This is an optimization exercise on Yosys and OpenROAD, whose aim is small area, a short achievable clock period and few clock cycles per item, not a production implementation.
The RTL was checked by simulation tests, not by an equivalence proof against the original design.

==> standard.sh <==
#!/bin/bash
# synth_recipe.tcl (not shown) runs the flow's synth.tcl, then flattens the netlist and writes it again
# the make line also repeats each setting of config.mk as NAME=value (left out here)
make -C /OpenROAD-flow-scripts/flow DESIGN_CONFIG=/design/flow/config.mk WORK_HOME=/design/flow/orfs CLKGATE_MAP_FILE= SYNTH_SCRIPT=/design/flow/synth_recipe.tcl "${@:-finish}"
==> config.mk <==
export PLATFORM = sky130hd
export DESIGN_NAME = gcd
export DESIGN_NICKNAME = gcd
export VERILOG_FILES = /design/flow/design.v
export SDC_FILE = /design/flow/constraint.sdc
export NUM_CORES = 4
export LEC_CHECK = 0
export ABC_AREA = 1
export CAP_MARGIN = 20
export CORE_MARGIN = 2
export CORE_UTILIZATION = 40
export CTS_BUF_LIST = sky130_fd_sc_hd__clkbuf_4 sky130_fd_sc_hd__clkbuf_8
export SETUP_SLACK_MARGIN = 0.4
export SLEW_MARGIN = 20
==> flow/run.sh <==
#!/bin/bash
set -e
export BUFFER_PORTS_ARGS="-buffer_cell sky130_fd_sc_hd__buf_1"
bash standard.sh > standard.log 2>&1
==> design.v <==
`timescale 1ns/1ps
module gcd(opa, opb, start, resetn, clk, result, done);
input wire [31:0] opa;
input wire [31:0] opb;
input wire start, resetn;
input wire clk;
output wire [31:0] result;
output wire done;
reg  [31:0] A, B;
reg  [4:0]  k;
reg         flag;        
reg         rest;        
reg         sc;          
reg         ys;          
reg         run_reg;
reg         done_reg;
reg         start_reg;
reg         first;       
wire done_now;
assign result = B;
assign done   = done_reg | done_now;
wire init  = start & ~start_reg & (~run_reg | done_now);
wire [31:0] X = sc ? 32'd0 : A;
wire [31:0] Y = ys ? B : 32'd0;
wire [31:0] xy_d;       
wire        xy_gt;      
wire        xy_same;    
absdiff ad0 (.x(X), .y(Y), .d(xy_d), .gt(xy_gt), .eq(xy_same));
wire [3:0] xl = X[4:1] ^ Y[4:1];
wire force1 = sc & (flag | ~A[0]);
wire s1 = ~force1 & ~xl[0] & (xl[1] | ~xl[2]);    
wire s2 = ~force1 & ~xl[0] & ~xl[1];              
wire [31:0] st1 = s1 ? {2'b0, xy_d[31:2]} : {1'b0, xy_d[31:1]};
wire [31:0] nA  = s2 ? {2'b0, st1[31:2]} : st1;
wire nA0 = force1 ? B[1] : (|xl);           
wire swap   = sc | ~(xy_gt | xy_same);
wire finish = run_reg & ~rest & ~flag & xy_same;    
wire k1     = (k == 5'd1);
wire kz     = (k == 5'd0);
assign done_now = finish & ~sc & kz & ~first;
wire nflag = ~flag & ~A[0] & ~B[0];
wire nsc   = nflag | (sc & ~A[0]);
always @(posedge clk) begin
    if (init)
        A <= opa;
    else
        A <= nA;
end
wire b_ld   = init;
wire b_sh   = ~init & run_reg & (rest | (finish & ~sc & ~kz));
wire b_sw   = ~init & run_reg & ~(rest | (finish & ~sc & ~kz)) & swap;
wire b_hold = ~(b_ld | b_sh | b_sw);
wire [31:0] nB = ({32{b_ld}} & opb) | ({32{b_sh}} & {B[30:0], 1'b0}) |
                 ({32{b_sw}} & A) | ({32{b_hold}} & B);
always @(posedge clk)
    B <= nB;
always @(posedge clk) begin
    if (init) begin
        k    <= 5'd0;
        flag <= 1'b0;
        sc   <= ~opb[0];
        ys   <= ~opb[0] | opa[0];
    end else begin
        if (rest | finish) begin
            k    <= k - 5'd1;
        end else begin
            if (flag) k <= k + 5'd1;
            flag <= nflag;
        end
        sc <= nsc;
        ys <= nsc | nA0;
    end
end
always @(posedge clk or negedge resetn) begin
    if (~resetn) begin
        run_reg   <= 1'b0;
        done_reg  <= 1'b0;
        start_reg <= 1'b0;
        rest      <= 1'b0;
        first     <= 1'b0;
    end else begin
        start_reg <= start;
        first     <= init;
        if (init) begin
            run_reg  <= 1'b1;
            done_reg <= 1'b0;
            rest     <= 1'b0;
        end else if (run_reg) begin
            if ((finish & (sc | kz | k1)) | (rest & k1)) begin
                run_reg  <= 1'b0;
                done_reg <= 1'b1;
                rest     <= 1'b0;
            end else if (finish) begin
                rest     <= 1'b1;
            end
        end
    end
end
endmodule
module absdiff(x, y, d, gt, eq);
input [31:0] x, y; output [31:0] d; output gt, eq;
wire [31:0] g0 = x & ~y; wire [31:0] p0 = ~(x ^ y);
wire g1_1 = g0[1] | (p0[1] & g0[0]); wire p1_1 = p0[1] & p0[0];
wire g1_3 = g0[3] | (p0[3] & g0[2]); wire p1_3 = p0[3] & p0[2];
wire g1_5 = g0[5] | (p0[5] & g0[4]); wire p1_5 = p0[5] & p0[4];
wire g1_7 = g0[7] | (p0[7] & g0[6]); wire p1_7 = p0[7] & p0[6];
wire g1_9 = g0[9] | (p0[9] & g0[8]); wire p1_9 = p0[9] & p0[8];
wire g1_11 = g0[11] | (p0[11] & g0[10]); wire p1_11 = p0[11] & p0[10];
wire g1_13 = g0[13] | (p0[13] & g0[12]); wire p1_13 = p0[13] & p0[12];
wire g1_15 = g0[15] | (p0[15] & g0[14]); wire p1_15 = p0[15] & p0[14];
wire g1_17 = g0[17] | (p0[17] & g0[16]); wire p1_17 = p0[17] & p0[16];
wire g1_19 = g0[19] | (p0[19] & g0[18]); wire p1_19 = p0[19] & p0[18];
wire g1_21 = g0[21] | (p0[21] & g0[20]); wire p1_21 = p0[21] & p0[20];
wire g1_23 = g0[23] | (p0[23] & g0[22]); wire p1_23 = p0[23] & p0[22];
wire g1_25 = g0[25] | (p0[25] & g0[24]); wire p1_25 = p0[25] & p0[24];
wire g1_27 = g0[27] | (p0[27] & g0[26]); wire p1_27 = p0[27] & p0[26];
wire g1_29 = g0[29] | (p0[29] & g0[28]); wire p1_29 = p0[29] & p0[28];
wire g1_31 = g0[31] | (p0[31] & g0[30]); wire p1_31 = p0[31] & p0[30];
wire g2_3 = g1_3 | (p1_3 & g1_1); wire p2_3 = p1_3 & p1_1;
wire g2_7 = g1_7 | (p1_7 & g1_5); wire p2_7 = p1_7 & p1_5;
wire g2_11 = g1_11 | (p1_11 & g1_9); wire p2_11 = p1_11 & p1_9;
wire g2_15 = g1_15 | (p1_15 & g1_13); wire p2_15 = p1_15 & p1_13;
wire g2_19 = g1_19 | (p1_19 & g1_17); wire p2_19 = p1_19 & p1_17;
wire g2_23 = g1_23 | (p1_23 & g1_21); wire p2_23 = p1_23 & p1_21;
wire g2_27 = g1_27 | (p1_27 & g1_25); wire p2_27 = p1_27 & p1_25;
wire g2_31 = g1_31 | (p1_31 & g1_29); wire p2_31 = p1_31 & p1_29;
wire g3_7 = g2_7 | (p2_7 & g2_3); wire p3_7 = p2_7 & p2_3;
wire g3_15 = g2_15 | (p2_15 & g2_11); wire p3_15 = p2_15 & p2_11;
wire g3_23 = g2_23 | (p2_23 & g2_19); wire p3_23 = p2_23 & p2_19;
wire g3_31 = g2_31 | (p2_31 & g2_27); wire p3_31 = p2_31 & p2_27;
wire g4_15 = g3_15 | (p3_15 & g3_7); wire p4_15 = p3_15 & p3_7;
wire g4_31 = g3_31 | (p3_31 & g3_23); wire p4_31 = p3_31 & p3_23;
wire g5_31 = g4_31 | (p4_31 & g4_15); wire p5_31 = p4_31 & p4_15;
wire g6_23 = g3_23 | (p3_23 & g4_15); wire p6_23 = p3_23 & p4_15;
wire g7_11 = g2_11 | (p2_11 & g3_7); wire p7_11 = p2_11 & p3_7;
wire g7_19 = g2_19 | (p2_19 & g4_15); wire p7_19 = p2_19 & p4_15;
wire g7_27 = g2_27 | (p2_27 & g6_23); wire p7_27 = p2_27 & p6_23;
wire g8_5 = g1_5 | (p1_5 & g2_3); wire p8_5 = p1_5 & p2_3;
wire g8_9 = g1_9 | (p1_9 & g3_7); wire p8_9 = p1_9 & p3_7;
wire g8_13 = g1_13 | (p1_13 & g7_11); wire p8_13 = p1_13 & p7_11;
wire g8_17 = g1_17 | (p1_17 & g4_15); wire p8_17 = p1_17 & p4_15;
wire g8_21 = g1_21 | (p1_21 & g7_19); wire p8_21 = p1_21 & p7_19;
wire g8_25 = g1_25 | (p1_25 & g6_23); wire p8_25 = p1_25 & p6_23;
wire g8_29 = g1_29 | (p1_29 & g7_27); wire p8_29 = p1_29 & p7_27;
wire g9_2 = g0[2] | (p0[2] & g1_1); wire p9_2 = p0[2] & p1_1;
wire g9_4 = g0[4] | (p0[4] & g2_3); wire p9_4 = p0[4] & p2_3;
wire g9_6 = g0[6] | (p0[6] & g8_5); wire p9_6 = p0[6] & p8_5;
wire g9_8 = g0[8] | (p0[8] & g3_7); wire p9_8 = p0[8] & p3_7;
wire g9_10 = g0[10] | (p0[10] & g8_9); wire p9_10 = p0[10] & p8_9;
wire g9_12 = g0[12] | (p0[12] & g7_11); wire p9_12 = p0[12] & p7_11;
wire g9_14 = g0[14] | (p0[14] & g8_13); wire p9_14 = p0[14] & p8_13;
wire g9_16 = g0[16] | (p0[16] & g4_15); wire p9_16 = p0[16] & p4_15;
wire g9_18 = g0[18] | (p0[18] & g8_17); wire p9_18 = p0[18] & p8_17;
wire g9_20 = g0[20] | (p0[20] & g7_19); wire p9_20 = p0[20] & p7_19;
wire g9_22 = g0[22] | (p0[22] & g8_21); wire p9_22 = p0[22] & p8_21;
wire g9_24 = g0[24] | (p0[24] & g6_23); wire p9_24 = p0[24] & p6_23;
wire g9_26 = g0[26] | (p0[26] & g8_25); wire p9_26 = p0[26] & p8_25;
wire g9_28 = g0[28] | (p0[28] & g7_27); wire p9_28 = p0[28] & p7_27;
wire g9_30 = g0[30] | (p0[30] & g8_29); wire p9_30 = p0[30] & p8_29;
wire cin = g5_31;
assign gt = cin; assign eq = p5_31;
assign d[0] = 1'b0;
assign d[1] = p0[1] ^ (g0[0] | (p0[0] & cin)) ^ ~cin;
assign d[2] = p0[2] ^ (g1_1 | (p1_1 & cin)) ^ ~cin;
assign d[3] = p0[3] ^ (g9_2 | (p9_2 & cin)) ^ ~cin;
assign d[4] = p0[4] ^ (g2_3 | (p2_3 & cin)) ^ ~cin;
assign d[5] = p0[5] ^ (g9_4 | (p9_4 & cin)) ^ ~cin;
assign d[6] = p0[6] ^ (g8_5 | (p8_5 & cin)) ^ ~cin;
assign d[7] = p0[7] ^ (g9_6 | (p9_6 & cin)) ^ ~cin;
assign d[8] = p0[8] ^ (g3_7 | (p3_7 & cin)) ^ ~cin;
assign d[9] = p0[9] ^ (g9_8 | (p9_8 & cin)) ^ ~cin;
assign d[10] = p0[10] ^ (g8_9 | (p8_9 & cin)) ^ ~cin;
assign d[11] = p0[11] ^ (g9_10 | (p9_10 & cin)) ^ ~cin;
assign d[12] = p0[12] ^ (g7_11 | (p7_11 & cin)) ^ ~cin;
assign d[13] = p0[13] ^ (g9_12 | (p9_12 & cin)) ^ ~cin;
assign d[14] = p0[14] ^ (g8_13 | (p8_13 & cin)) ^ ~cin;
assign d[15] = p0[15] ^ (g9_14 | (p9_14 & cin)) ^ ~cin;
assign d[16] = p0[16] ^ (g4_15 | (p4_15 & cin)) ^ ~cin;
assign d[17] = p0[17] ^ (g9_16 | (p9_16 & cin)) ^ ~cin;
assign d[18] = p0[18] ^ (g8_17 | (p8_17 & cin)) ^ ~cin;
assign d[19] = p0[19] ^ (g9_18 | (p9_18 & cin)) ^ ~cin;
assign d[20] = p0[20] ^ (g7_19 | (p7_19 & cin)) ^ ~cin;
assign d[21] = p0[21] ^ (g9_20 | (p9_20 & cin)) ^ ~cin;
assign d[22] = p0[22] ^ (g8_21 | (p8_21 & cin)) ^ ~cin;
assign d[23] = p0[23] ^ (g9_22 | (p9_22 & cin)) ^ ~cin;
assign d[24] = p0[24] ^ (g6_23 | (p6_23 & cin)) ^ ~cin;
assign d[25] = p0[25] ^ (g9_24 | (p9_24 & cin)) ^ ~cin;
assign d[26] = p0[26] ^ (g8_25 | (p8_25 & cin)) ^ ~cin;
assign d[27] = p0[27] ^ (g9_26 | (p9_26 & cin)) ^ ~cin;
assign d[28] = p0[28] ^ (g7_27 | (p7_27 & cin)) ^ ~cin;
assign d[29] = p0[29] ^ (g9_28 | (p9_28 & cin)) ^ ~cin;
assign d[30] = p0[30] ^ (g8_29 | (p8_29 & cin)) ^ ~cin;
assign d[31] = p0[31] ^ (g9_30 | (p9_30 & cin)) ^ ~cin;
endmodule
==> constraint.sdc <==
create_clock -name core_clock -period 4.0 [get_ports {clk}]
set_input_delay 0.8000 -clock core_clock [delete_from_list [all_inputs] [get_ports {clk}]]
set_output_delay 0.8000 -clock core_clock [all_outputs]
set_load 0.01 [all_outputs]
==> impl_metrics.ini, run 1 <==
[synth]
synth_area_um2 = 6090
avgSynthCellArea_um2 = 6.20
yosysTopAreaCell = dfxtp_1
synth_top_area_share_pct = 23.7
synth_area_leaders = dfxtp_1, nand2_1, nand3_1
synth_ff_type = dfxtp_1
ys_warn_count = 1
synthTopCellsByCount = nand2_1, nand3_1, inv_1
synth_nets = 1084
syn_inst = 982
async_reset_ff_share_pct = 6.49
yosysMostFrequentCell = nand2_1
ys_seq_area_share_pct = 25.7
ys_ff_latch = 77
yosysUniqueCellTypes = 40
synth_edf_count = 0

[clocking]
insertion_delay_ns = 0.39
cts_tree = done
htree_levels = 3
clk_path_buf_depth = 2
postCtsSetupRepairBufs = 0
clk_pin_slew_ns = 0.09
numCtsBuffers = 9
cts_sinks = 77
cts_root_buf = clkbuf_8

[detailed_routing]
routed_wl_um = 16900
detail_route.vias_per_cell = 5.16
drc = 0
dr.pass1.iters = 5
wl_per_cell_um = 13.4
top_layer = met4
wirelength_met1_um = 8320
antenna_left = 0
vias = 6489
wl_met2_um = 7480
wl_met3_um = 797
drt_iter0_drc = 417

[critical_path]
r2r-start = sc
crit_fanout = 14
crit_type = flip-flop to primary output
critPathCaptureType = primary output
cp-start-kind = flip-flop
crit_required_ns = 3.20
arrival_ns = 2.55
timing.rr.end = A[26]
ff2ff_setup_slack_ns = 0.75
rr_worst_depth = 22

[floorplan]
die-area_um2 = 16200
dieHeight_um = 127
ios = 100
start_util_pct = 40.5
die_w_um = 127
core_area_um2 = 15000
fp-row-count = 45

[timing]
worst_pin_slew_ns = 1.04
fin_tns_setup_ns = 0
slew_headroom_pct = 30.4
fmax_mhz = 299
grt_setup_unrepaired = false
period_share_pct = 83.7
fin_skew_ns = 0.0153
setup_viol = 0
drv_slew = 0
period_needed_ns = 3.35
hold_violations = 0

[finish]
nNetsFinal = 1166
n_antenna_cell = 0
regArea_um2 = 1570
multi_input_area_um2 = 3870
area_growth_pct = 13.8
post-route-util_pct = 46.1
reg.largest.list = A x32, B x32, k x5
drive_gt1_share_pct = 6.74
num-fill-cells = 1647

[grt]
grt_pass1_vias = 6219
grt_pass1_wl_um = 28700
antenna_found_initial = 0
grt_max_degree = 54
overflow = 0
grt_use_total_pct = 21.6

[flow_run]
drv_cap = 0

[min_path]
hold_path_class = primary input to async pin

[placement]
dp_hpwl_um = 12800
finalWeightedCongestion = 0.881
numPortBuffers = 99

[status]
status = finished clean
## worst max-delay path, cell delays in order, from the launching register on
cell     delay [ns]
dfxtp_2        0.37
buf_6          0.18
nor2_1         0.08
ha_1           0.36
nand2_1        0.08
inv_2          0.06
nand2_1        0.08
inv_2          0.06
nand2_1        0.07
inv_2          0.08
nand2_2        0.08
nor2_4         0.12
nand2_1        0.08
nor2_1         0.12
nand2_1        0.10
nand2_1        0.09
buf_1          0.16
## logic make-up after synthesis
group | after synthesis | synth area share [%]
compound gates | 86 | 9.68
xor+xnor | 20 | 2.88
fa+ha+maj | 35 | 7.19
buf+inv | 160 | 11.1
flops | 77 | 25.7
simple gates | 604 | 43.4
## how the worst max path moves through the flow
stage,startpoint,to,slack [ns],cells after the start
after floorplan,sc,done,1.10,14
after global placement,sc,B[0],0.48,20
after detailed placement,sc,B[10],0.37,20
after CTS,ys,A[26],0.48,22
after global routing,ys,done,0.40,14
final,sc,done,0.65,16
## final cells by class
| class | instances | area share [%] |
|---|---|---|
| clock inverters | 4 | 1.37 |
| flip-flops and latches | 77 | 22.7 |
| multi-input cells | 745 | 55.9 |
| clock buffers | 12 | 2.29 |
| well taps | 188 | 3.40 |
| repair buffers | 117 | 8.15 |
| inverters | 114 | 6.25 |
## through the flow
step	cell area [µm²]	instances	worst slack, ns	hold WS [ns]
3_5_place_dp	6610	1241	0.374	0.486
3_3_place_gp	6610	1241	0.479	0.488
2_1_floorplan	6090	982	1.10	0.459
4_1_cts	6870	1257	0.478	0.243
5_1_grt	6920	1257	0.398	0.254
6_report	6920	1257	0.650	0.254
## placed cells by master, fill, tap and decap left out, types with 4 or more instances in the layout
cell,count
nand2_1,308
nand3_1,199
inv_1,103
buf_1,99
dfxtp_1,70
nor2_1,62
ha_1,35
o2111ai_1,31
a21oi_1,25
xor2_1,15
buf_4,12
clkbuf_8,11
inv_2,10
o21ai_0,10
or2_2,8
nand2_2,5
nor3_1,5
xnor2_1,5
dfrtp_1,5
a21o_1,4
nand3b_1,4
buf_12,4
## routing by layer
metal / GRT usage (%) / up-vias
li1: - / 3389
met1: 28.9 / 2943
met2: 35.8 / 135
met3: 3.81 / 22
met4: 6.33 / 0
met5: 0 / -
## timing repair
item,4_1_cts,5_1_grt
endpoints found under the setup margin,19,64
hold buffers,0,0
gates resized for setup,2,15
gates cloned,0,0
Testbench counts, summed over its fixed seeds: cycles 169,285, items 8,000.
==> run 2: changes to the inputs <==
==> flow/run.sh (replaced) <==
#!/bin/bash
set -e
export BUFFER_PORTS_ARGS="-buffer_cell sky130_fd_sc_hd__buf_1"
export CTS_ARGS="-sink_clustering_enable -repair_clock_nets -buf_list {sky130_fd_sc_hd__clkbuf_4 sky130_fd_sc_hd__clkbuf_8} -dont_use_dummy_load"
bash standard.sh > standard.log 2>&1
--- a/config.mk
+++ b/config.mk
@@ -10,5 +10,5 @@
 export CORE_MARGIN = 2
 export CORE_UTILIZATION = 40
 export CTS_BUF_LIST = sky130_fd_sc_hd__clkbuf_4 sky130_fd_sc_hd__clkbuf_8
-export SETUP_SLACK_MARGIN = 0.4
+export SETUP_SLACK_MARGIN = 0.5
 export SLEW_MARGIN = 20
==> impl_metrics.ini, run 2 <==
[timing]
setup_viol = 0
fin_skew_ns = 0.0206
worst_pin_slew_ns = 0.983
fin_tns_setup_ns = 0
slew_headroom_pct = 34.4
grt_setup_unrepaired = false
fmax_mhz = 304
period_share_pct = 82.3
hold_violations = 0
drv_slew = 0
period_needed_ns = 3.29

[critical_path]
critPathMaxStageDelay_ns = 0.37
crit_fanout = 14
crit_path_top_delay_cell = dfxtp_2
crit_required_ns = 3.20
crit_chain = buf_8 > nor2_1 > ha_1 > nand2_1 > nor2_1 > nand2_1 > inv_2 > nand2_2 > nor2_4 > nand2_1 > nor2_1 > nand2_1 > nand2_1 > clkbuf_2
crit_buf_inv = 3
cp_num_cells = 14
critPathCaptureType = primary output
rr_worst_depth = 22
path_common_cell = nand2_1
crit_type = flip-flop to primary output
arrival_ns = 2.49
cp-start-kind = flip-flop
path_delay_family = simple AND/OR/NAND/NOR gates

[floorplan]
die_w_um = 127
start_util_pct = 40.5
ios = 100
core_area_um2 = 15000
fp-row-count = 45
die-area_um2 = 16200
dieHeight_um = 127

[synth]
ys_warn_count = 1
yosysUniqueCellTypes = 40
ys_seq_area_share_pct = 25.7
synth_area_um2 = 6090
synth_top_area_share_pct = 23.7
synth_area_leaders = dfxtp_1, nand2_1, nand3_1
async_reset_ff_share_pct = 6.49
yosysMostFrequentCell = nand2_1
synth_ff_type = dfxtp_1
ys_ff_latch = 77
yosysTopAreaCell = dfxtp_1
syn_inst = 982
synthTopCellsByCount = nand2_1, nand3_1, inv_1
synth_nets = 1084
synth_edf_count = 0
avgSynthCellArea_um2 = 6.20

[grt]
grt_pass1_vias = 6195
grt_use_total_pct = 21.5
antenna_found_initial = 0
overflow = 0
grt_max_degree = 54
grt_pass1_wl_um = 28600

[detailed_routing]
routed_wl_um = 17200
top_layer = met4
antenna_left = 0
wl_per_cell_um = 13.7
detail_route.vias_per_cell = 5.18
vias = 6497
wirelength_met1_um = 8440
wl_met3_um = 860
drt_iter0_drc = 364
dr.pass1.iters = 7
drc = 0
wl_met2_um = 7620

[clocking]
clk_path_buf_depth = 2
insertion_delay_ns = 0.38
cts_sinks = 77
cts_root_buf = clkbuf_8
numCtsBuffers = 9
clk_pin_slew_ns = 0.08
postCtsHoldBufs = 0
cts_tree = done
htree_levels = 3

[finish]
n_antenna_cell = 0
drive_gt1_share_pct = 6.84
layout_commonest_cell = nand2_1
nNetsFinal = 1171
area_growth_pct = 12.9
mostFrequentLayoutCells = nand2_1, nand3_1, inv_1
reg.largest.list = A x32, B x32, k x5

[placement]
dp_hpwl_um = 12800
numPortBuffers = 99
finalWeightedCongestion = 0.881

[flow_run]
drv_cap = 0

[status]
status = finished clean

[min_path]
hold_path_class = primary input to async pin
[run 2: cell families after synthesis]
| kind of cell | Yosys count | share of synthesized area [%] |
|---|---|---|
| xor gates and xnor gates | 20 | 2.88 |
| AOI/OAI and AO/OA | 86 | 9.68 |
| DFF | 77 | 25.7 |
| buffers and inverters | 160 | 11.1 |
| adders and majority gates | 35 | 7.19 |
| and+or+nand+nor | 604 | 43.4 |
[run 2: path summary, 6_finish.rpt]
kind                       startpoint   endpoint  slack, ns
max                                sc       done       0.71
min                            resetn  start_reg       0.27
max reg2reg                        sc      A[22]       0.85
min reg2reg                      flag       flag       0.49
max in group asynchronous      resetn       rest       3.51
min in group core_clock          flag       flag       0.49
[run 2: repair_timing]
item / CTS / global route
buffers inserted: 0 / 4
gates resized for setup: 3 / 21
pin swaps: 0 / 3
endpoints found under the setup margin: 48 / 64
cloned: 0 / 1
[run 2: final cells by class]
class	instances	area (µm²)
multi-input cells	745	3880
repair buffers	122	632
inverters	114	433
fillers	1655	8160
clock buffers	9	124
well taps	188	235
flip-flops and latches	77	1570
[run 2: per-stage QoR]
stage	cell area [µm²]	std cells	utilization (%)	setup WS [ns]	hold slack, ns
6_report	6870	1255	45.7	0.706	0.266
5_1_grt	6870	1255	45.7	0.498	0.259
4_1_cts	6750	1250	44.9	0.507	0.243
3_5_place_dp	6610	1241	44.0	0.374	0.486
3_3_place_gp	6610	1241	44.0	0.479	0.488
2_1_floorplan	6090	982	-	1.10	0.459
[run 2: per-layer routing]
metal	vias to the layer above	track usage, %
met5	-	0
met3	24	3.94
met2	143	35.6
li1	3405	-
met4	0	6.33
met1	2925	28.8
==> run 3: changes to the inputs <==
--- a/design.v
+++ b/design.v
@@ -71,28 +71,23 @@
         ys <= nsc | nA0;
     end
 end
+always @(posedge clk) begin
+    first <= init;
+    rest  <= ~init & (rest | finish);
+end
 always @(posedge clk or negedge resetn) begin
     if (~resetn) begin
         run_reg   <= 1'b0;
         done_reg  <= 1'b0;
         start_reg <= 1'b0;
-        rest      <= 1'b0;
-        first     <= 1'b0;
     end else begin
         start_reg <= start;
-        first     <= init;
         if (init) begin
             run_reg  <= 1'b1;
             done_reg <= 1'b0;
-            rest     <= 1'b0;
-        end else if (run_reg) begin
-            if ((finish & (sc | kz | k1)) | (rest & k1)) begin
-                run_reg  <= 1'b0;
-                done_reg <= 1'b1;
-                rest     <= 1'b0;
-            end else if (finish) begin
-                rest     <= 1'b1;
-            end
+        end else if (run_reg & ((finish & (sc | kz | k1)) | (rest & k1))) begin
+            run_reg  <= 1'b0;
+            done_reg <= 1'b1;
         end
     end
 end
--- a/config.mk
+++ b/config.mk
@@ -10,5 +10,5 @@
 export CORE_MARGIN = 2
 export CORE_UTILIZATION = 40
 export CTS_BUF_LIST = sky130_fd_sc_hd__clkbuf_4 sky130_fd_sc_hd__clkbuf_8
-export SETUP_SLACK_MARGIN = 0.5
+export SETUP_SLACK_MARGIN = 0.45
 export SLEW_MARGIN = 20
==> impl_metrics.ini, run 3 <==
[status]
status = finished clean

[finish]
reg.largest.list = A x32, B x32, k x5
area_growth_pct = 12.6
n_antenna_cell = 0
nNetsFinal = 1201
num-fill-cells = 1668
layout_commonest_cell = nand2_1
regArea_um2 = 1560
drive_gt1_share_pct = 6.11
mostFrequentLayoutCells = nand2_1, nand3_1, inv_1
multi_input_area_um2 = 3910

[synth]
synth_edf_count = 0
ys_seq_area_share_pct = 25.7
syn_inst = 1015
yosysTopAreaCell = dfxtp_1
synth_top_area_share_pct = 24.4
synth_area_leaders = dfxtp_1, nand2_1, nand3_1
async_reset_ff_share_pct = 3.90
synthTopCellsByCount = nand2_1, nand3_1, inv_1
yosysMostFrequentCell = nand2_1
yosysUniqueCellTypes = 34
avgSynthCellArea_um2 = 5.97
synth_nets = 1117
ys_warn_count = 1
synth_area_um2 = 6060
ys_ff_latch = 77
synth_ff_type = dfxtp_1

[floorplan]
core_area_um2 = 14600
die-area_um2 = 16200
dieHeight_um = 127
ios = 100
start_util_pct = 41.4
die_w_um = 127
fp-row-count = 44

[placement]
dp_hpwl_um = 12300
finalWeightedCongestion = 0.871
numPortBuffers = 99

[detailed_routing]
drt_iter0_drc = 336
detail_route.vias_per_cell = 5.04
wl_per_cell_um = 13.0
vias = 6459
routed_wl_um = 16700
drc = 0
dr.pass1.iters = 5
antenna_left = 0

[critical_path]
critPathCaptureType = primary output
r2r-start = sc
cp-start-kind = flip-flop
cp-endpoint = done
worstSetupStartpoint = ys
rr_worst_depth = 21
crit_type = flip-flop to primary output
arrival_ns = 2.51
crit_fanout = 8
ff2ff_setup_slack_ns = 0.78
timing.rr.end = A[9]
crit_required_ns = 3.20

[grt]
overflow = 0
antenna_found_initial = 0
grt_pass1_vias = 6152
grt_use_total_pct = 21.3
grt_max_degree = 40
grt_pass1_wl_um = 28400

[min_path]
hold_path_class = primary input to async pin

[clocking]
insertion_delay_ns = 0.38
clk_path_buf_depth = 2
htree_levels = 3
cts_sinks = 77
clk_pin_slew_ns = 0.07
numCtsBuffers = 9
cts_tree = done
cts_root_buf = clkbuf_8

[flow_run]
drv_cap = 0

[timing]
grt_setup_unrepaired = false
fmax_mhz = 302
drv_slew = 0
fin_skew_ns = 0.0156
setup_viol = 0
hold_violations = 0
period_needed_ns = 3.31
worst_pin_slew_ns = 1.03
slew_headroom_pct = 31.0
fin_tns_setup_ns = 0
period_share_pct = 82.7
run 3: worst min-delay path by stage:
stage,endpoint,from,cells after the start
after global placement,B[19],A[19],2
after CTS,start_reg,resetn,1
after global routing,start_reg,resetn,1
after floorplan,B[10],A[10],2
after detailed placement,B[24],A[24],2
final,start_reg,resetn,1
run 3: logic make-up after synthesis:
kind of cell,synth area share [%]
flops,25.7
buf+inv,10.7
fa+ha+maj,7.23
xor+xnor,3.32
compound gates,4.75
simple gates,48.3
run 3: layout make-up:
cell class                      count  area share [%]
Timing Repair Buffer              115            8.12
Inverter                          117            6.60
Clock buffer                        9            1.81
Sequential cell                    77            22.9
Tap cell                          184            3.37
Multi-Input combinational cell    779            57.2
run 3: metal layers:
layer	track usage [%]	part of all wire (%)	up-vias
li1	-	-	3411
met4	5.30	0.96	0
met1	27.8	48	2896
met3	4.82	5.0	14
met2	35.7	46	138
met5	0	0	-
run 3: worst max-delay path, cell delays in order, from the launching register on:
cell and delay [ns]:
dfxtp_2 0.39, buf_4 0.19, nand2_1 0.06, ha_1 0.32, nand2_1 0.07, inv_2 0.09
nand3_2 0.12, nor2_4 0.17, nand2_2 0.10, nor2_4 0.14, nand2_1 0.09, nor2_2 0.11
nand2_1 0.08, nand2_1 0.07, clkbuf_2 0.13
run 3: stage by stage:
stage                     util [%]  setup slack [ns]  instances  area (µm²)  hold WS (ns)
after floorplan                  -              1.10       1015        6060         0.445
after global placement        44.9             0.545       1270        6580         0.456
after detailed placement      44.9             0.406       1270        6580         0.465
after CTS                     45.8             0.519       1279        6710         0.211
after global routing          46.6             0.449       1281        6830         0.214
final                         46.6             0.691       1281        6830         0.225
run 3: what timing repair did:
item,CTS,global route
pin swaps,0,3
cloned,0,2
setup endpoints to repair,25,64
resized for setup,2,24
hold buffers,0,0
buffers inserted,0,0
Testbench counts of run 3, summed over its fixed seeds: cycles 169,285, items 8,000.
==> run 4: changes to the inputs <==
--- a/config.mk
+++ b/config.mk
@@ -10,5 +10,5 @@
 export CORE_MARGIN = 2
 export CORE_UTILIZATION = 40
 export CTS_BUF_LIST = sky130_fd_sc_hd__clkbuf_4 sky130_fd_sc_hd__clkbuf_8
-export SETUP_SLACK_MARGIN = 0.45
+export SETUP_SLACK_MARGIN = 0.55
 export SLEW_MARGIN = 20
==> impl_metrics.ini, run 4 <==
[clocking]
htree_levels = 3
numCtsBuffers = 9
clk_path_buf_depth = 2
cts_root_buf = clkbuf_8
clk_pin_slew_ns = 0.08
cts_tree = done
postCtsHoldBufs = 0
cts_sinks = 77
insertion_delay_ns = 0.38

[synth]
synthTopCellsByCount = nand2_1, nand3_1, inv_1
ys_warn_count = 1
ys_ff_latch = 77
ys_seq_area_share_pct = 25.7
async_reset_ff_share_pct = 3.90
syn_inst = 1015
yosysTopAreaCell = dfxtp_1
avgSynthCellArea_um2 = 5.97
synth_area_um2 = 6060
synth_nets = 1117
synth_ff_type = dfxtp_1
synth_edf_count = 0
synth_area_leaders = dfxtp_1, nand2_1, nand3_1
yosysUniqueCellTypes = 34
synth_top_area_share_pct = 24.4
yosysMostFrequentCell = nand2_1

[placement]
place_area_um2 = 6580
finalWeightedCongestion = 0.871
numPortBuffers = 99
dp_hpwl_um = 12300

[detailed_routing]
drc = 0
detail_route.vias_per_cell = 5.08
wl_per_cell_um = 13.3
vias = 6538
dr.pass1.iters = 6
drt_iter0_drc = 375
routed_wl_um = 17200
antenna_left = 0

[critical_path]
critPathCaptureType = primary output
r2r-start = sc
crit_required_ns = 3.20
crit_type = flip-flop to primary output
worstSetupStartpoint = sc
rr_worst_depth = 19
cp-start-kind = flip-flop
ff2ff_setup_slack_ns = 0.79
cp-endpoint = done
timing.rr.end = A[9]
arrival_ns = 2.51
crit_fanout = 10

[timing]
slew_headroom_pct = 30.5
fin_skew_ns = 0.0150
fin_tns_setup_ns = 0
setup_viol = 0
drv_slew = 0
worst_pin_slew_ns = 1.04
period_share_pct = 82.7
period_needed_ns = 3.31
hold_violations = 0
fmax_mhz = 302
grt_setup_unrepaired = false

[grt]
grt_use_total_pct = 21.3
overflow = 0
antenna_found_initial = 0
grt_max_degree = 40
grt_pass1_wl_um = 28500
grt_pass1_vias = 6152

[floorplan]
core_area_um2 = 14600
die_w_um = 127
ios = 100
die-area_um2 = 16200
start_util_pct = 41.4
fp-row-count = 44
dieHeight_um = 127

[min_path]
hold_path_class = primary input to async pin

[finish]
drive_gt1_share_pct = 7.07
reg.largest.list = A x32, B x32, k x5
nNetsFinal = 1208
layout_commonest_cell = nand2_1
area_growth_pct = 15.3
postLayoutCellArea_um2 = 6990
mostFrequentLayoutCells = nand2_1, nand3_1, inv_1
n_antenna_cell = 0

[status]
status = finished clean

[flow_run]
drv_cap = 0
[run 4: cell types whose count changed in the layout (fill, tap and decap cells not counted), sizes merged]
cell	delta
bufinv	+1
inv	-1
nand2	+1
buf	+6
[run 4: how the worst min path moves through the flow]
stage / slack (ns) / to
4_1_cts: 0.21 / start_reg
2_1_floorplan: 0.45 / B[10]
3_3_place_gp: 0.46 / B[19]
3_5_place_dp: 0.46 / B[24]
5_1_grt: 0.21 / start_reg
6_report: 0.22 / start_reg
[run 4: routing by layer]
layer	GRT usage, %	share of wire [%]	up-vias
li1	-	-	3433
met1	27.7	47	2955
met2	35.9	46	135
met3	4.82	5.1	15
met4	5.30	0.90	0
met5	0	0	-
[run 4: layout make-up]
| type | instances | area (µm²) |
|---|---|---|
| repair buffers | 121 | 656 |
| clock buffers | 9 | 124 |
| well taps | 184 | 230 |
| fillers | 1642 | 7660 |
| flip-flops and latches | 77 | 1560 |
| inverters | 117 | 469 |
| multi-input cells | 780 | 3950 |
[run 4: critical path, cell delays in order, from the launching register on]
cell and delay [ns]:
dfxtp_4 0.45, clkbuf_16 0.19, nor2_1 0.05, ha_1 0.31, nand2_1 0.08, inv_2 0.07
nand3_1 0.10, nor2_2 0.17, nand2_4 0.08, nor2_4 0.13, nand2_1 0.09, nor2_2 0.15
nand2_2 0.07, nand2_1 0.06, buf_2 0.13
[run 4: cells by family (layout without fill, tap and decap cells)]
kind of cell / Yosys count / after routing / synth area share (%)
AND/OR/NAND/NOR: 669 / 670 / 48.3
XOR/XNOR: 23 / 23 / 3.32
flip-flops: 77 / 77 / 25.7
AO/OA/AOI/OAI: 52 / 52 / 4.75
adder cells (fa/ha/maj): 35 / 35 / 7.23
buffers and inverters: 159 / 247 / 10.7
[run 4: timing repair]
action	in CTS	in global routing
resized for setup	5	38
endpoints found under the setup margin	53	64
pin swaps	0	7
gates cloned	0	5
setup buffers	0	4
[run 4: metrics by stage]
| stage | cells | util (%) | hold WS [ns] | setup WS [ns] |
|---|---|---|---|---|
| 4_1_cts | 1279 | 45.9 | 0.211 | 0.604 |
| 3_5_place_dp | 1270 | 44.9 | 0.465 | 0.406 |
| 5_1_grt | 1288 | 47.7 | 0.214 | 0.521 |
| 3_3_place_gp | 1270 | 44.9 | 0.456 | 0.545 |
| 6_report | 1288 | 47.7 | 0.223 | 0.692 |
| 2_1_floorplan | 1015 | - | 0.445 | 1.10 |
==> run 5: changes to the inputs <==
--- a/config.mk
+++ b/config.mk
@@ -8,7 +8,6 @@
 export ABC_AREA = 1
 export CAP_MARGIN = 20
 export CORE_MARGIN = 2
-export CORE_UTILIZATION = 40
-export CTS_BUF_LIST = sky130_fd_sc_hd__clkbuf_4 sky130_fd_sc_hd__clkbuf_8
-export SETUP_SLACK_MARGIN = 0.55
+export CORE_UTILIZATION = 45
+export SETUP_SLACK_MARGIN = 0.5
 export SLEW_MARGIN = 20
==> impl_metrics.ini, run 5 <==
[status]
status = finished clean

[placement]
dp_hpwl_um = 11900
numPortBuffers = 99
pre_cts_slack_ns = 0.374
place_area_um2 = 6560
finalWeightedCongestion = 0.828

[finish]
drive_gt1_share_pct = 6.46
mostFrequentLayoutCells = nand2_1, nand3_1, inv_1
num-fill-cells = 1462
layout_commonest_cell = nand2_1
postLayoutCellArea_um2 = 6870
reg.largest.list = A x32, B x32, k x5
area_growth_pct = 13.3
nNetsFinal = 1203
n_antenna_cell = 0

[synth]
synth_ff_type = dfxtp_1
synthTopCellsByCount = nand2_1, nand3_1, inv_1
yosysUniqueCellTypes = 34
syn_inst = 1015
ys_ff_latch = 77
synth_area_leaders = dfxtp_1, nand2_1, nand3_1
ys_warn_count = 1
synth_top_area_share_pct = 24.4
synth_area_um2 = 6060
async_reset_ff_share_pct = 3.90
synth_edf_count = 0
ys_seq_area_share_pct = 25.7
avgSynthCellArea_um2 = 5.97
yosysTopAreaCell = dfxtp_1
synth_nets = 1117
yosysMostFrequentCell = nand2_1

[floorplan]
dieHeight_um = 120
start_util_pct = 45.9
die-area_um2 = 14400
ios = 100
fp-row-count = 42
core_area_um2 = 13200
die_w_um = 120

[critical_path]
crit_fanout = 12
crit_buf_inv = 5
crit_path_top_delay_cell = dfxtp_4
critPathCaptureType = primary output
crit_chain = buf_12 > nand2_1 > ha_4 > nand2_1 > inv_2 > nand2_1 > inv_2 > nand2_1 > inv_2 > nand2_2 > nor2_4 > nand2_1 > nor2_2 > nand2_1 > nand2_1 > clkbuf_2
path_common_cell = nand2_1
path_delay_family = simple AND/OR/NAND/NOR gates
crit_type = flip-flop to primary output
critPathMaxStageDelay_ns = 0.38
arrival_ns = 2.45
cp-start-kind = flip-flop
crit_required_ns = 3.20

[flow_run]
drv_cap = 0

[min_path]
hold_path_class = primary input to async pin

[detailed_routing]
detail_route.vias_per_cell = 5.04
drt_iter0_drc = 354
wl_per_cell_um = 13.1
vias = 6425
antenna_left = 0
drc = 0
dr.pass1.iters = 4
routed_wl_um = 16700

[timing]
setup_viol = 0
period_share_pct = 81.2
grt_setup_unrepaired = false
fmax_mhz = 308
setup_ws_ns = 0.752
period_needed_ns = 3.25
worst_pin_slew_ns = 1.04
hold_violations = 0
slew_headroom_pct = 30.6
fin_skew_ns = 0.0201
drv_slew = 0
fin_tns_setup_ns = 0

[grt]
grt_pass1_wl_um = 27500
grt_pass1_vias = 5900
overflow = 0
antenna_found_initial = 0
grt_max_degree = 50
grt_use_total_pct = 23.4

[clocking]
clk_pin_slew_ns = 0.07
numCtsBuffers = 9
insertion_delay_ns = 0.38
cts_root_buf = clkbuf_8
cts_tree = done
htree_levels = 3
clk_path_buf_depth = 2
cts_sinks = 77
## run 5: cell type report
| class | instances | area (µm²) | share of cell area [%] |
|---|---|---|---|
| multi-input combinational | 780 | 3930 | 57.3 |
| timing repair buffer | 116 | 581 | 8.45 |
| clock buffer | 9 | 124 | 1.80 |
| tap | 176 | 220 | 3.21 |
| inverter | 117 | 445 | 6.49 |
| sequential | 77 | 1560 | 22.8 |
## run 5: what timing repair did
action | CTS | global route
hold buffers | 0 | 0
pin swaps | 0 | 2
buffers inserted | 2 | 0
gates cloned | 0 | 3
endpoints found under the setup margin | 61 | 64
gates resized for setup | 7 | 19
## run 5: worst register-to-register path, delay by kind of cell, from the launching register on
family,cells,cell delay (ns)
adder cells (fa/ha/maj),1,0.25
buffers and inverters,6,0.75
flip-flops,1,0.37
AND/OR/NAND/NOR,14,1.82
## run 5: cell families after synthesis
kind of cell,share of synthesized area (%)
flops,25.7
compound gates,4.75
xor+xnor,3.32
fa+ha+maj,7.23
buf+inv,10.7
simple gates,48.3
## run 5: worst paths after layout
path                              from       end  slack, ns  cells after the start
worst min-delay path            resetn  done_reg       0.23                      1
min in group core_clock           A[4]      B[4]       0.46                      2
worst min register to register    A[4]      B[4]       0.46                      2
max in group asynchronous       resetn   run_reg       3.61                      1
worst max-delay path                ys      done       0.75                     16
worst max register to register      sc     A[18]       0.76                     21
## run 5: metal layers
layer | vias up | wire, µm | GRT usage (%)
li1 | 3420 | - | -
met1 | 2857 | 8000 | 30.9
met2 | 127 | 7690 | 39.2
met3 | 21 | 775 | 4.85
met4 | 0 | 217 | 5.66
met5 | - | 0 | 0
## run 5: metrics by stage
step	util, %	hold slack (ns)	cells
floorplan	-	0.445	1015
global placement	49.7	0.457	1261
detailed placement	49.8	0.460	1261
CTS	51.0	0.210	1272
global route	52.1	0.223	1275
finish	52.1	0.229	1275
==> run 6: changes to the inputs <==
--- a/config.mk
+++ b/config.mk
@@ -8,6 +8,7 @@
 export ABC_AREA = 1
 export CAP_MARGIN = 20
 export CORE_MARGIN = 2
-export CORE_UTILIZATION = 45
+export CORE_UTILIZATION = 40
+export GPL_ROUTABILITY_DRIVEN = 0
 export SETUP_SLACK_MARGIN = 0.5
 export SLEW_MARGIN = 20
==> impl_metrics.ini, run 6 <==
[grt]
antenna_found_initial = 0
grt_use_total_pct = 21.3
overflow = 0
grt_pass1_wl_um = 28400
grt_max_degree = 40
grt_pass1_vias = 6152

[finish]
nNetsFinal = 1202
mostFrequentLayoutCells = nand2_1, nand3_1, inv_1
post-route-util_pct = 46.8
n_antenna_cell = 0
fin_cells = 1282
layout_commonest_cell = nand2_1
area_growth_pct = 13.0
reg.largest.list = A x32, B x32, k x5
drive_gt1_share_pct = 6.38

[synth]
synth_ff_type = dfxtp_1
synth_area_leaders = dfxtp_1, nand2_1, nand3_1
syn_inst = 1015
synth_edf_count = 0
yosysTopAreaCell = dfxtp_1
async_reset_ff_share_pct = 3.90
yosysUniqueCellTypes = 34
synthTopCellsByCount = nand2_1, nand3_1, inv_1
synth_top_area_share_pct = 24.4
avgSynthCellArea_um2 = 5.97
ys_ff_latch = 77
ys_seq_area_share_pct = 25.7
ys_warn_count = 1
synth_nets = 1117
synth_area_um2 = 6060
yosysMostFrequentCell = nand2_1

[placement]
numPortBuffers = 99
dpl.cell_count = 1270
dp_hpwl_um = 12300

[critical_path]
cp-start-kind = flip-flop
rr_worst_depth = 19
ff2ff_setup_slack_ns = 0.80
crit_fanout = 8
timing.rr.end = A[7]
crit_type = flip-flop to primary output
crit_required_ns = 3.20
critPathCaptureType = primary output
r2r-start = sc
arrival_ns = 2.48

[timing]
fmax_mhz = 305
setup_viol = 0
fin_skew_ns = 0.0160
slew_headroom_pct = 31.7
fin_tns_setup_ns = 0
hold_violations = 0
worst_pin_slew_ns = 1.02
period_needed_ns = 3.28
drv_slew = 0
period_share_pct = 81.9
grt_setup_unrepaired = false

[detailed_routing]
drt_iter0_drc = 345
antenna_left = 0
vias = 6495
drc = 0
detail_route.vias_per_cell = 5.07
routed_wl_um = 16900
dr.pass1.iters = 5
wl_per_cell_um = 13.2

[floorplan]
dieHeight_um = 127
core_area_um2 = 14600
fp-row-count = 44
die-area_um2 = 16200
start_util_pct = 41.4
die_w_um = 127
ios = 100

[clocking]
clk_path_buf_depth = 2
cts_tree = done
insertion_delay_ns = 0.38
numCtsBuffers = 9
htree_levels = 3
postCtsHoldBufs = 0
postCtsSetupRepairBufs = 0
cts_sinks = 77
clk_pin_slew_ns = 0.08
cts_root_buf = clkbuf_8

[min_path]
hold_path_class = primary input to async pin

[status]
status = finished clean

[flow_run]
drv_cap = 0
[run 6: stage by stage]
stage | worst slack (ns) | hold WS (ns) | cell area [µm²]
floorplan | 1.10 | 0.445 | 6060
global placement | 0.545 | 0.456 | 6580
detailed placement | 0.406 | 0.465 | 6580
CTS | 0.519 | 0.211 | 6710
global route | 0.499 | 0.214 | 6850
finish | 0.722 | 0.224 | 6850
[run 6: repair_timing]
item,CTS,global route
cloned,0,3
endpoints found under the setup margin,47,64
resized for setup,2,28
pin swaps,0,4
[run 6: worst max path at each step]
stage / to / from / depth (start not counted)
5_1_grt: done / sc / 14
4_1_cts: A[24] / ys / 21
3_3_place_gp: A[10] / ys / 21
3_5_place_dp: A[9] / ys / 21
2_1_floorplan: A[11] / sc / 20
6_report: done / sc / 12
[run 6: critical path: stages, from the launching register on]
cell      delay, ns
dfxtp_4        0.39
clkbuf_4       0.21
nor2_1         0.06
ha_1           0.38
nand3_2        0.17
nor2_4         0.17
nand2_2        0.10
nor2_4         0.14
nand2_1        0.09
nor2_2         0.11
nand2_1        0.08
nand2_1        0.07
clkbuf_2       0.13
[run 6: routing by layer]
metal / vias up / track usage, % / share of wire, %
met5: - / 0 / 0
met4: 0 / 5.30 / 0.99
met3: 14 / 4.82 / 4.9
met1: 2941 / 27.8 / 48
li1: 3416 / - / -
met2: 124 / 35.7 / 46
[run 6: kinds of logic after synthesis]
| group | Yosys count | share of synthesized area, % |
|---|---|---|
| DFF | 77 | 25.7 |
| AOI/OAI and AO/OA | 52 | 4.75 |
| buffers and inverters | 159 | 10.7 |
| adders and majority gates | 35 | 7.23 |
| xor gates and xnor gates | 23 | 3.32 |
| and+or+nand+nor | 669 | 48.3 |
[run 6: area by class of cell]
| type | instances | area, µm² |
|---|---|---|
| timing repair buffer | 115 | 558 |
| tap | 184 | 230 |
| fill | 1659 | 7790 |
| sequential | 77 | 1560 |
| clock buffer | 9 | 124 |
| multi-input combinational | 780 | 3930 |
| inverter | 117 | 450 |
==> run 7: changes to the inputs <==
--- a/config.mk
+++ b/config.mk
@@ -9,6 +9,6 @@
 export CAP_MARGIN = 20
 export CORE_MARGIN = 2
 export CORE_UTILIZATION = 40
-export GPL_ROUTABILITY_DRIVEN = 0
+export CTS_BUF_LIST = sky130_fd_sc_hd__clkbuf_4 sky130_fd_sc_hd__clkbuf_8
 export SETUP_SLACK_MARGIN = 0.5
 export SLEW_MARGIN = 20
==> impl_metrics.ini, run 7 <==
[critical_path]
crit_fanout = 8
crit_type = flip-flop to primary output
rr_worst_depth = 19
ff2ff_setup_slack_ns = 0.80
arrival_ns = 2.48
crit_required_ns = 3.20
r2r-start = sc
cp-start-kind = flip-flop
timing.rr.end = A[7]
critPathCaptureType = primary output

[synth]
async_reset_ff_share_pct = 3.90
synth_top_area_share_pct = 24.4
syn_inst = 1015
synthTopCellsByCount = nand2_1, nand3_1, inv_1
avgSynthCellArea_um2 = 5.97
yosysMostFrequentCell = nand2_1
synth_area_um2 = 6060
synth_edf_count = 0
yosysTopAreaCell = dfxtp_1
ys_warn_count = 1
synth_nets = 1117
yosysUniqueCellTypes = 34
synth_area_leaders = dfxtp_1, nand2_1, nand3_1
synth_ff_type = dfxtp_1
ys_ff_latch = 77
ys_seq_area_share_pct = 25.7

[detailed_routing]
routed_wl_um = 16900
antenna_left = 0
drt_iter0_drc = 345
detail_route.vias_per_cell = 5.07
wl_per_cell_um = 13.2
vias = 6495
dr.pass1.iters = 5
drc = 0

[status]
status = finished clean

[placement]
numPortBuffers = 99
finalWeightedCongestion = 0.871
dp_hpwl_um = 12300

[grt]
grt_max_degree = 40
overflow = 0
antenna_found_initial = 0
grt_pass1_vias = 6152
grt_pass1_wl_um = 28400
grt_use_total_pct = 21.3

[clocking]
numCtsBuffers = 9
htree_levels = 3
cts_root_buf = clkbuf_8
cts_tree = done
clk_pin_slew_ns = 0.08
clk_path_buf_depth = 2
insertion_delay_ns = 0.38
cts_sinks = 77
postCtsSetupRepairBufs = 0

[timing]
fmax_mhz = 305
worst_pin_slew_ns = 1.02
drv_slew = 0
grt_setup_unrepaired = false
period_needed_ns = 3.28
setup_viol = 0
fin_skew_ns = 0.0160
slew_headroom_pct = 31.7
fin_tns_setup_ns = 0
hold_violations = 0
period_share_pct = 81.9

[finish]
mostFrequentLayoutCells = nand2_1, nand3_1, inv_1
drive_gt1_share_pct = 6.38
area_growth_pct = 13.0
layout_commonest_cell = nand2_1
post-route-util_pct = 46.8
n_antenna_cell = 0
nNetsFinal = 1202
num-fill-cells = 1659
reg.largest.list = A x32, B x32, k x5

[floorplan]
start_util_pct = 41.4
dieHeight_um = 127
core_area_um2 = 14600
die_w_um = 127
fp-row-count = 44
ios = 100
die-area_um2 = 16200

[min_path]
hold_path_class = primary input to async pin

[flow_run]
drv_cap = 0
-- run 7: cell counts in the layout (fill, tap and decap cells not counted) --
Identical to the previous run, type by type.
-- run 7: final cells by class --
type                    count  area, µm²  area share [%]
well taps                 184        230            3.36
repair buffers            115        558            8.14
flip-flops and latches     77       1560            22.8
multi-input cells         780       3930            57.3
clock buffers               9        124            1.81
inverters                 117        450            6.57
-- run 7: cell families after synthesis --
logic type	count (synthesis)	synth area share, %
AOI/OAI and AO/OA	52	4.75
xor gates and xnor gates	23	3.32
adders and majority gates	35	7.23
buffers and inverters	159	10.7
DFF	77	25.7
and+or+nand+nor	669	48.3
-- run 7: worst max-delay path by stage --
stage | startpoint | to | slack [ns] | depth (start not counted)
after floorplan | sc | A[11] | 1.10 | 20
after CTS | ys | A[24] | 0.52 | 21
after global routing | sc | done | 0.50 | 14
after global placement | ys | A[10] | 0.55 | 21
after detailed placement | ys | A[9] | 0.41 | 21
final | sc | done | 0.72 | 12
-- run 7: through the flow --
stage / area, µm² / setup WS, ns / hold WS [ns] / instances
floorplan: 6060 / 1.10 / 0.445 / 1015
finish: 6850 / 0.722 / 0.224 / 1282
global route: 6850 / 0.499 / 0.214 / 1282
global placement: 6580 / 0.545 / 0.456 / 1270
detailed placement: 6580 / 0.406 / 0.465 / 1270
CTS: 6710 / 0.519 / 0.211 / 1279
-- run 7: repair_timing --
item / in CTS / in global routing
cloned: 0 / 3
pin swaps: 0 / 4
setup endpoints to repair: 47 / 64
resized for setup: 2 / 28
hold buffers: 0 / 0
-- run 7: metal layers --
metal  wire [µm]  GRT usage [%]
met1        8050           27.8
met2        7810           35.7
met3         833           4.82
met4         167           5.30
met5           0              0
-- run 7: worst max-delay path: stages, from the launching register on --
cell and delay [ns]:
dfxtp_4 0.39, clkbuf_4 0.21, nor2_1 0.06, ha_1 0.38, nand3_2 0.17, nor2_4 0.17, nand2_2 0.10, nor2_4 0.14
nand2_1 0.09, nor2_2 0.11, nand2_1 0.08, nand2_1 0.07, clkbuf_2 0.13
==> run 8: changes to the inputs <==
--- a/config.mk
+++ b/config.mk
@@ -8,7 +8,7 @@
 export ABC_AREA = 1
 export CAP_MARGIN = 20
 export CORE_MARGIN = 2
-export CORE_UTILIZATION = 40
+export CORE_UTILIZATION = 35
 export CTS_BUF_LIST = sky130_fd_sc_hd__clkbuf_4 sky130_fd_sc_hd__clkbuf_8
 export SETUP_SLACK_MARGIN = 0.5
 export SLEW_MARGIN = 20
==> impl_metrics.ini, run 8 <==
[status]
status = finished clean

[detailed_routing]
drt_iter0_drc = 453
routed_wl_um = 18100
detail_route.vias_per_cell = 4.94
drc = 0
wl_per_cell_um = 13.6
vias = 6558
antenna_left = 0
dr.pass1.iters = 5

[timing]
grt_setup_unrepaired = false
fin_skew_ns = 0.0144
hold_violations = 0
period_needed_ns = 3.30
setup_viol = 0
period_share_pct = 82.6
fmax_mhz = 303
drv_slew = 0
fin_tns_setup_ns = 0
slew_headroom_pct = 60.7
worst_pin_slew_ns = 0.589
fin_hold_ws_ns = 0.210

[finish]
num-fill-cells = 1925
area_growth_pct = 14.9
n_antenna_cell = 0
drive_gt1_share_pct = 6.62
mostFrequentLayoutCells = nand2_1, nand3_1, inv_1
layout_commonest_cell = nand2_1
nNetsFinal = 1206
reg.largest.list = A x32, B x32, k x5

[synth]
synthAdderAreaFrac_pct = 7.23
synth_area_leaders = dfxtp_1, nand2_1, nand3_1
yosysMostFrequentCell = nand2_1
synth_nets = 1117
synth_mux_area_share_pct = 0
avgSynthCellArea_um2 = 5.97
ys_warn_count = 1
synth_compound_area_share_pct = 4.75
synthTopCellsByCount = nand2_1, nand3_1, inv_1
ys_ff_latch = 77
syn_inst = 1015
synth_ff_type = dfxtp_1
synth_top_family_by_area = simple AND/OR/NAND/NOR gates
ys_seq_area_share_pct = 25.7
yosys.area_share.simple_pct = 48.3
yosysUniqueCellTypes = 34
async_reset_ff_share_pct = 3.90
synth-xor-area-share_pct = 3.32
synth_area_um2 = 6060
synth_top_area_share_pct = 24.4
yosysTopAreaCell = dfxtp_1
synth_edf_count = 0

[placement]
finalWeightedCongestion = 0.872
numPortBuffers = 99
dp_hpwl_um = 13400

[grt]
grt_pass1_wl_um = 29600
antenna_found_initial = 0
overflow = 0
grt_use_total_pct = 20.1
grt_max_degree = 44
grt_pass1_vias = 6129

[critical_path]
critPathCaptureType = primary output
crit_required_ns = 3.20
cp-start-kind = flip-flop
crit_type = flip-flop to primary output
crit_fanout = 14
arrival_ns = 2.50

[clocking]
clk_pin_slew_ns = 0.08
htree_levels = 3
cts_tree = done
cts_root_buf = clkbuf_8
clk_path_buf_depth = 2
insertion_delay_ns = 0.38
cts_sinks = 77
postCtsHoldBufs = 0
numCtsBuffers = 9

[floorplan]
dieHeight_um = 136
ios = 100
die_w_um = 136
start_util_pct = 35.4
core_area_um2 = 17100
fp-row-count = 48
die-area_um2 = 18400

[min_path]
hold_path_class = primary input to async pin

[flow_run]
drv_cap = 0
-- run 8: cell counts after synthesis --
No cell type changed its count.
-- run 8: area by class of cell --
cell class | instances | area [µm²] | share of cell area (%)
Tap cell | 225 | 282 | 4.04
Clock buffer | 9 | 124 | 1.78
Inverter | 117 | 444 | 6.38
Timing Repair Buffer | 120 | 621 | 8.91
Sequential cell | 77 | 1560 | 22.5
Multi-Input combinational cell | 779 | 3930 | 56.4
-- run 8: layer usage --
| layer | vias to the layer above | part of all wire [%] | wire length, µm | track usage [%] |
|---|---|---|---|---|
| met4 | 0 | 1.5 | 267 | 5.90 |
| met3 | 18 | 5.8 | 1040 | 4.15 |
| li1 | 3424 | - | - | - |
| met5 | - | 0 | 0 | 0 |
| met2 | 144 | 45 | 8060 | 32.6 |
| met1 | 2972 | 48 | 8740 | 27.0 |
-- run 8: timing repair --
action | CTS | global route
cloned | 0 | 1
setup buffers | 0 | 5
gates resized for setup | 5 | 19
setup endpoints to repair | 30 | 64
pin swaps | 0 | 2
-- run 8: through the flow --
stage	setup slack, ns	cell area [µm²]	cells	util, %
global route	0.500	6960	1327	40.7
floorplan	1.10	6060	1015	-
finish	0.697	6960	1327	40.7
global placement	0.540	6650	1311	38.9
detailed placement	0.433	6650	1311	38.9
CTS	0.530	6790	1320	39.7
-- run 8: final timing paths --
check / startpoint / endpoint / slack (ns) / cells past startpoint
max: ys / done / 0.70 / 14
min: resetn / start_reg / 0.21 / 1
max reg2reg: ys / A[23] / 0.77 / 20
min reg2reg: A[24] / B[24] / 0.47 / 2
max in group asynchronous: resetn / run_reg / 3.64 / 1
min in group core_clock: A[24] / B[24] / 0.47 / 2
-- run 8: cells by family after synthesis --
logic type | after synthesis
AO/OA/AOI/OAI | 52
XOR/XNOR | 23
adder cells (fa/ha/maj) | 35
buffers and inverters | 159
flip-flops | 77
AND/OR/NAND/NOR | 669
-- run 8: worst max-delay path, cell delays in order, from the launching register on --
cell and delay (ns):
dfxtp_4 0.40, buf_8 0.16, nand2_1 0.07, ha_1 0.32
nand2_1 0.09, inv_1 0.08, nand3_1 0.13, nor2_2 0.15
nand2_2 0.09, nor2_4 0.16, nand2_1 0.09, nor2_2 0.11
nand2_1 0.07, nand2_1 0.07, clkbuf_2 0.13
==> run 9: changes to the inputs <==
==> flow/run.sh (replaced) <==
#!/bin/bash
set -e
export BUFFER_PORTS_ARGS="-buffer_cell sky130_fd_sc_hd__buf_1"
export CTS_ARGS="-sink_clustering_enable -repair_clock_nets -buf_list {sky130_fd_sc_hd__clkbuf_4 sky130_fd_sc_hd__clkbuf_8} -dont_use_dummy_load"
bash standard.sh MATCH_CELL_FOOTPRINT=0 finish > standard.log 2>&1
--- a/config.mk
+++ b/config.mk
@@ -8,7 +8,7 @@
 export ABC_AREA = 1
 export CAP_MARGIN = 20
 export CORE_MARGIN = 2
-export CORE_UTILIZATION = 35
+export CORE_UTILIZATION = 40
 export CTS_BUF_LIST = sky130_fd_sc_hd__clkbuf_4 sky130_fd_sc_hd__clkbuf_8
 export SETUP_SLACK_MARGIN = 0.5
 export SLEW_MARGIN = 20
==> impl_metrics.ini, run 9 <==
[synth]
synth_area_um2 = 6060
avgSynthCellArea_um2 = 5.97
synth_ff_type = dfxtp_1
synth_top_area_share_pct = 24.4
synthTopCellsByCount = nand2_1, nand3_1, inv_1
ys_ff_latch = 77
syn_inst = 1015
ys_seq_area_share_pct = 25.7
synth_nets = 1117
async_reset_ff_share_pct = 3.90
synth_edf_count = 0
yosysUniqueCellTypes = 34
yosysTopAreaCell = dfxtp_1
ys_warn_count = 1
yosysMostFrequentCell = nand2_1
synth_area_leaders = dfxtp_1, nand2_1, nand3_1

[clocking]
cts_sinks = 77
clk_pin_slew_ns = 0.08
clk_path_buf_depth = 2
postCtsSetupRepairBufs = 0
insertion_delay_ns = 0.38
postCtsHoldBufs = 0
htree_levels = 3
cts_root_buf = clkbuf_8
cts_tree = done
numCtsBuffers = 9

[detailed_routing]
antenna_left = 0
wl_per_cell_um = 13.2
drc = 0
dr.pass1.iters = 5
drt_iter0_drc = 345
vias = 6495
routed_wl_um = 16900
detail_route.vias_per_cell = 5.07

[floorplan]
die_w_um = 127
start_util_pct = 41.4
ios = 100
fp-row-count = 44
core_area_um2 = 14600
dieHeight_um = 127
die-area_um2 = 16200

[critical_path]
cp-start-kind = flip-flop
crit_fanout = 8
crit_buf_inv = 2
crit_required_ns = 3.20
crit_chain = clkbuf_4 > nor2_1 > ha_1 > nand3_2 > nor2_4 > nand2_2 > nor2_4 > nand2_1 > nor2_2 > nand2_1 > nand2_1 > clkbuf_2
timing.rr.end = A[7]
r2r-start = sc
rr_worst_depth = 19
crit_type = flip-flop to primary output
critPathMaxStageDelay_ns = 0.39
crit_path_top_delay_cell = dfxtp_4
critPathCaptureType = primary output
path_delay_family = simple AND/OR/NAND/NOR gates
arrival_ns = 2.48
ff2ff_setup_slack_ns = 0.80
path_common_cell = nand2_1

[grt]
grt_max_degree = 40
grt_pass1_wl_um = 28400
grt_use_total_pct = 21.3
antenna_found_initial = 0
overflow = 0
grt_pass1_vias = 6152

[timing]
setup_ws_ns = 0.722
hold_violations = 0
setup_viol = 0
period_share_pct = 81.9
fin_skew_ns = 0.0160
period_needed_ns = 3.28
worst_pin_slew_ns = 1.02
fin_tns_setup_ns = 0
drv_slew = 0
slew_headroom_pct = 31.7
fmax_mhz = 305
grt_setup_unrepaired = false

[finish]
nNetsFinal = 1202
n_antenna_cell = 0
mostFrequentLayoutCells = nand2_1, nand3_1, inv_1
drive_gt1_share_pct = 6.38
layout_commonest_cell = nand2_1
area_growth_pct = 13.0
reg.largest.list = A x32, B x32, k x5
post-route-util_pct = 46.8

[placement]
dp_hpwl_um = 12300
finalWeightedCongestion = 0.871
numPortBuffers = 99
pre_cts_slack_ns = 0.406

[status]
status = finished clean

[min_path]
hold_path_class = primary input to async pin

[flow_run]
drv_cap = 0
-- run 9: cell families after synthesis --
logic type	count (synthesis)	share of synthesized area [%]
compound gates	52	4.75
xor+xnor	23	3.32
fa+ha+maj	35	7.23
buf+inv	159	10.7
flops	77	25.7
simple gates	669	48.3
-- run 9: layer usage --
metal / global-route usage (%) / up-vias / part of all wire [%]
met1: 27.8 / 2941 / 48
met2: 35.7 / 124 / 46
met3: 4.82 / 14 / 4.9
met4: 5.30 / 0 / 0.99
li1: - / 3416 / -
met5: 0 / - / 0
-- run 9: what timing repair did --
item                                    CTS  global route
gates resized for setup                   3            28
endpoints found under the setup margin   47            64
gates cloned                              0             3
pin swaps                                 0             4
-- run 9: metrics by stage --
| stage | instance area, µm² | std cells | hold slack (ns) |
|---|---|---|---|
| after floorplan | 6060 | 1015 | 0.445 |
| after global placement | 6580 | 1270 | 0.456 |
| after detailed placement | 6580 | 1270 | 0.465 |
| after CTS | 6710 | 1279 | 0.211 |
| after global routing | 6850 | 1282 | 0.214 |
| final | 6850 | 1282 | 0.224 |
-- run 9: final cells by class --
cell class                 count  area [µm²]
clock buffer                   9         124
timing repair buffer         115         558
tap                          184         230
multi-input combinational    780        3930
sequential                    77        1560
inverter                     117         450
fill                        1659        7790
-- run 9: worst max-delay path by stage --
| stage | from | to | slack (ns) | cells past startpoint |
|---|---|---|---|---|
| after CTS | ys | A[24] | 0.52 | 21 |
| after global routing | sc | done | 0.50 | 14 |
| after global placement | ys | A[10] | 0.55 | 21 |
| final | sc | done | 0.72 | 12 |
| after detailed placement | ys | A[9] | 0.41 | 21 |
| after floorplan | sc | A[11] | 1.10 | 20 |

-- afterwards: timing with drivers on the ports --
Ports are ideal in the flow. The routed layouts listed here were re-timed in OpenROAD.
Step 1 assumes that a clkbuf_16 drives the clock port and a buf_2 every other input.
Step 2 moves the port delays by t, midway between the first and last clock arrival at a register: inputs arrive t later, outputs are due t later. That takes back most of the time a late clock gives input paths.
Slacks: no drivers / after step 1 / after step 2; pairs: no drivers / after step 1.
| run | t (ns) | setup slack, ns | worst setup path at the end |
|---|---|---|---|
| run 1 | 0.415 | 0.650 / 0.613 / 0.746 | register to register |
| run 2 | 0.403 | 0.706 / 0.669 / 0.854 | register to register |
| run 3 | 0.405 | 0.691 / 0.655 / 0.783 | register to register |
| run 4 | 0.407 | 0.692 / 0.655 / 0.787 | register to register |
| run 5 | 0.409 | 0.752 / 0.716 / 0.758 | register to register |
| run 6 | 0.406 | 0.722 / 0.686 / 0.801 | register to register |
| run 7 | 0.406 | 0.722 / 0.686 / 0.801 | register to register |
| run 8 | 0.411 | 0.697 / 0.658 / 0.770 | register to register |
| run 9 | 0.406 | 0.722 / 0.686 / 0.801 | register to register |
After both steps setup and hold are still met in every run listed.
